Context: an optimization exercise on an open-source flow, tuned for small area. The choices shown serve that exercise and are no tape-out recipe.
In this exercise RTL edits were held to simulation tests only and were not proved equivalent to the original.
No activity file was given, so power comes from the tool's default toggle rates.

== the baseline ==
Design ahb_system, start of the top module:
module ahb_system (
    input          clk,
    input          rstn,
    input  [31:0]  m_addr_in,
    input  [2:0]   m_burst_in,
    input  [2:0]   m_size_in,
    input          m_sel_in,
    input          m_valid_in,
    input          m_write_in,
    input          m_delay_in,
    input          m_error_in,
    input  [31:0]  m_wdata_in,
    output         m_busy_out,
    output         m_error_out,
    output [31:0]  m_rdata_out,
    output         m_ready_out,
    output [31:0]  s0_addr_out,
    output [2:0]   s0_burst_out,
    output [2:0]   s0_size_out,
    output         s0_sel_out,
    output         s0_write_out,
    output [31:0]  s0_wdata_out,
    output         s0_error_out,
    input          s0_error_in,
    input  [31:0]  s0_rdata_in,
    input          s0_ready_in,
    output [31:0]  s1_addr_out,
    output [2:0]   s1_burst_out,
    output [2:0]   s1_size_out,
    output         s1_sel_out,
    output         s1_write_out,
    output [31:0]  s1_wdata_out,
    output         s1_error_out,
    input          s1_error_in,
    input  [31:0]  s1_rdata_in,
    input          s1_ready_in
);
localparam  ST_RST     =  3'd0;
localparam  ST_IDLE    =  3'd1;
localparam  ST_BUSY    =  3'd2;
localparam  ST_NONSEQ  =  3'd3;
localparam  ST_SEQ     =  3'd4;
  ...
Settings: LEC_CHECK=0, ABC_AREA=1, CAP_MARGIN=20, CORE_MARGIN=2, CORE_UTILIZATION=70, CTS_BUF_LIST=sky130_fd_sc_hd__clkbuf_4, SLEW_MARGIN=20; clock period 20.0 ns.
standard.sh (not shown) runs the stock make flow with config.mk's settings and CLKGATE_MAP_FILE= SYNTH_SCRIPT=/design/flow/synth_recipe.tcl, a recipe that flattens the netlist after the stock synthesis.
==> flow/flow/run.sh <==
#!/bin/bash
# The standard layout (standard.sh: ORFS from synthesis to finish) with
# three changes to how the layout is made:
#  - synthesis maps the logic for area (synth_area.tcl: no adder cells, an
#    area-only ABC script);
#  - every port still gets a buffer, but the smallest one (buf_1);
#  - clock tree synthesis uses clkbuf_4 in clusters of at most 8 sinks and
#    adds no dummy loads.
# make's full output goes to standard.log here; each ORFS step's log is under
# orfs/logs/.
set -euo pipefail
here=$(pwd)
export FLOW_SYNTH_TCL="$here/synth_recipe.tcl"
export AREA_ABC_SCRIPT="$here/flow/abc_area.script"
export BUFFER_PORTS_ARGS="-buffer_cell sky130_fd_sc_hd__buf_1"
export CTS_ARGS="-sink_clustering_enable -repair_clock_nets -dont_use_dummy_load -buf_list sky130_fd_sc_hd__clkbuf_4 -sink_clustering_size 8 -sink_clustering_max_diameter 50"
sed "s#SYNTH_SCRIPT=[^ ]*#SYNTH_SCRIPT=$here/flow/synth_area.tcl#" standard.sh > standard_area.sh
grep -q "SYNTH_SCRIPT=$here/flow/synth_area.tcl" standard_area.sh
bash standard_area.sh > standard.log 2>&1
==> flow/flow/abc_area.script <==
strash
&get -n
&st
&deepsyn -T 30
&put
dch -f
amap -m
strash
dch -f
amap -m
topo
==> flow/flow/synth_area.tcl <==
# The standard flow's synthesis script (synth_recipe.tcl) with two changes to how the
# logic is mapped: Yosys does not pull out half and full adders for the
# adder cells (extract_fa), and ABC maps all the logic with an area-only
# script (abc_area.script beside this file) in place of the ORFS script.
# Registers are mapped before either step, so they are the same as in the
# standard synthesis.
proc extract_fa {args} {
  puts "synth_area.tcl: extract_fa skipped"
}
proc abc {args} {
  set i [lsearch $args -script]
  set args [lreplace $args $i [expr {$i + 1}] -script $::env(AREA_ABC_SCRIPT)]
  yosys abc {*}$args
}
source $::env(FLOW_SYNTH_TCL)
[inputs] the candidate vs the baseline
--- a/flow/design.v
+++ b/flow/design.v
@@ -65,36 +65,36 @@
 reg  [31:0]  haddr;
 reg  [2:0]   hburst;
 reg  [2:0]   hsize;
 reg  [1:0]   htrans;
 reg          hwrite;
 reg  [2:0]   m_state;
 reg  [2:0]   m_next;
 reg  [4:0]   m_bc;
 reg  [1:0]   m_tu;
 reg  [2:0]   m_wc;
 reg  [31:0]  m_taddr;
-reg  [31:0]  m_wnext;
-reg  [31:0]  m_wout;
+reg  [31:0]  m_wnext_n;     
+reg  [31:0]  m_wout_n;
 reg          m_ready_r;
 reg          m_error_r;
 reg  [31:0]  m_rdata_r;
-reg  [31:0]  x_rdata;
+reg  [31:0]  x_rdata_n;     
 reg          x_ready;
 reg          x_resp;
 reg  [1:0]   d_cur;
 reg  [1:0]   d_nxt;
-reg  [31:0]  c_rdata;
+reg  [31:0]  c_rdata_n;
 reg          c_ready;
 reg          c_resp;
-reg  [31:0]  w_data;
+reg  [31:0]  w_data_n;
 wire  [1:0]  h_class  =  (haddr[31:16] != 16'h2030)  ? 2'd0 :
                          (haddr[15:10] == 6'd0)      ? 2'd2 :
                          (haddr[15:10] == 6'd1)      ? 2'd3 : 2'd1;
 wire         d_upd    =  x_ready || !d_cur;
 wire  [1:0]  d_cur_nx =  d_upd ? d_nxt : d_cur;
 wire  [1:0]  sel_x    =  { (d_nxt == 2'd3) || (d_cur == 2'd3),
                            (d_nxt == 2'd2) || (d_cur == 2'd2) };
 always @(posedge clk or negedge rstn) begin
     if (!rstn) begin
         d_cur  <=  0;
         d_nxt  <=  0;
@@ -143,39 +143,39 @@
     .size_out     (s1_size_out),
     .sel_out      (s1_sel_out),
     .write_out    (s1_write_out),
     .error_in     (s1_error_in),
     .rdata_in     (s1_rdata_in),
     .ready_in     (s1_ready_in),
     .rdata_nx     (s_rdata_nx1),
     .ready_nx     (s_ready_nx1),
     .resp_nx      (s_resp_nx1),
     .wgate        (s_wgate1)
 );
-assign  s0_wdata_out  =  s_wgate0 ? w_data : 32'd0;
-assign  s1_wdata_out  =  s_wgate1 ? w_data : 32'd0;
+assign  s0_wdata_out  =  s_wgate0 ? ~w_data_n : 32'd0;
+assign  s1_wdata_out  =  s_wgate1 ? ~w_data_n : 32'd0;
 assign  s0_error_out  =  1'b0;
 assign  s1_error_out  =  1'b0;
 always @(posedge clk) begin
-    w_data   <=  m_wout;
-    c_rdata  <=  (d_cur_nx == 2'd3) ? s_rdata_nx1 : (d_cur_nx == 2'd2) ? s_rdata_nx0 : 32'd0;
+    w_data_n <=  m_wout_n;
+    c_rdata_n <= ~((d_cur_nx == 2'd3) ? s_rdata_nx1 : (d_cur_nx == 2'd2) ? s_rdata_nx0 : 32'd0);
     c_ready  <=  (d_cur_nx == 2'd3) ? s_ready_nx1 : (d_cur_nx == 2'd2) ? s_ready_nx0 : 1'b1;
     c_resp   <=  (d_cur_nx == 2'd3) ? s_resp_nx1  : (d_cur_nx == 2'd2) ? s_resp_nx0  : d_cur_nx[0];
 end
 always @(posedge clk or negedge rstn) begin
     if (!rstn) begin
-        x_rdata  <=  0;
+        x_rdata_n  <=  32'hffffffff;
         x_ready  <=  1;
         x_resp   <=  0;
     end else begin
-        x_rdata  <=  c_rdata;
+        x_rdata_n  <=  c_rdata_n;
         x_ready  <=  c_ready;
         x_resp   <=  c_resp;
     end
 end
 reg  [2:0]  m_len;
 always @(*) begin
     case (m_burst_in)
         3'd2, 3'd3:  m_len  =  2;
         3'd4, 3'd5:  m_len  =  3;
         3'd6, 3'd7:  m_len  =  4;
         default:     m_len  =  0;
@@ -374,60 +374,60 @@
     end
 end
 always @(posedge clk) begin
     haddr  <=  haddr_d;
     if (m_next == ST_NONSEQ)
         m_taddr  <=  haddr_d;
 end
 always @(posedge clk) begin
     case (m_next)
         ST_IDLE: begin
             if (x_ready && hwrite) begin
-                m_wnext  <=  m_wdata_in;
-                m_wout   <=  m_wnext;
+                m_wnext_n  <=  ~m_wdata_in;
+                m_wout_n   <=  m_wnext_n;
             end
         end
         ST_BUSY, ST_NONSEQ, ST_SEQ: begin
             if (!m_tu[1] || x_ready) begin
-                m_wnext  <=  m_wdata_in;
-                m_wout   <=  m_wnext;
+                m_wnext_n  <=  ~m_wdata_in;
+                m_wout_n   <=  m_wnext_n;
             end
         end
         ST_RST, ST_ERROR: begin
-            m_wnext  <=  0;
-            m_wout   <=  0;
+            m_wnext_n  <=  32'hffffffff;
+            m_wout_n   <=  32'hffffffff;
         end
         default: ;
     endcase
 end
 always @(posedge clk or negedge rstn) begin
     if (!rstn) begin
         m_ready_r  <=  0;
         m_error_r  <=  0;
         m_rdata_r  <=  0;
     end else begin
         case (m_next)
             ST_RST: begin
                 m_ready_r  <=  0;
                 m_error_r  <=  0;
                 m_rdata_r  <=  0;
             end
             ST_IDLE: begin
                 m_ready_r  <=  m_tu ? x_ready : 1'b0;
                 m_error_r  <=  m_tu ? x_resp : 1'b0;
-                m_rdata_r  <=  (!m_tu || x_resp || !x_ready) ? 32'd0 : x_rdata;
+                m_rdata_r  <=  (!m_tu || x_resp || !x_ready) ? 32'd0 : ~x_rdata_n;
             end
             ST_BUSY, ST_NONSEQ, ST_SEQ: begin
                 m_ready_r  <=  x_ready;
                 m_error_r  <=  x_resp;
-                m_rdata_r  <=  (!x_resp && x_ready) ? x_rdata : 32'd0;
+                m_rdata_r  <=  (!x_resp && x_ready) ? ~x_rdata_n : 32'd0;
             end
             ST_ERROR: begin
                 m_ready_r  <=  1;
                 m_error_r  <=  1;
                 m_rdata_r  <=  0;
             end
             default: ;
         endcase
     end
 end
 assign  m_busy_out   =  m_tu[1] && !x_ready;
==> comparison <==
- The candidate ended with every stage complete and zero timing, DRC or antenna violations.
- Of the baseline and the candidate, the lower ratio of final minimum period to clock period belongs to the candidate.
- The final cell utilization of the core of the candidate is higher than that of the baseline.
- The candidate vs. the baseline: global-route wire length before repair -about 6%, netlist area before placement -440 um2, number of slew-limit violations in the final report ~0 delta, routed wire length -8.7%.
- Going from the baseline to the candidate, sequential share of layout area climbed 1.3 points; buffer levels on the longest clock path now sits at about the same level; achievable clock frequency picked up an extra 16%; chip width decreased about 1.3%; clock power shows no meaningful change.
- Going from the baseline to the candidate, clock group share of total power moved down; combinational power moved up; minimum clock period after layout moved down.

-- port drivers added, routing unchanged --
The flow's constraints put no driver on any port. The routed layouts listed below were extracted and timed again, unchanged, in two steps.
Step 1 assumes that a clkbuf_16 drives the clock port and a buf_2 every other input.
Step 2 times the ports against the registers' clock, not the clock port: input delays grow and output delays shrink by t, the midpoint of the rising clock arrivals with the driver on.
Three values: ideal, step 1, step 2; two values: the first two.
| run | t, ns | setup WS [ns] | worst setup path at the end | slew at the worst register clock pin (ns) |
|---|---|---|---|---|
| the baseline | 0.750 | 5.128 / 5.128 / 5.128 | register to register | 0.11 / 0.11 |
| the candidate | 0.734 | 7.168 / 7.168 / 7.020 | input to register | 0.10 / 0.10 |
After both steps every run listed still meets setup and hold. For the candidate, which loses most, drivers alone change the setup slack by 0.000 ns; drivers and shift together by -0.148 ns.
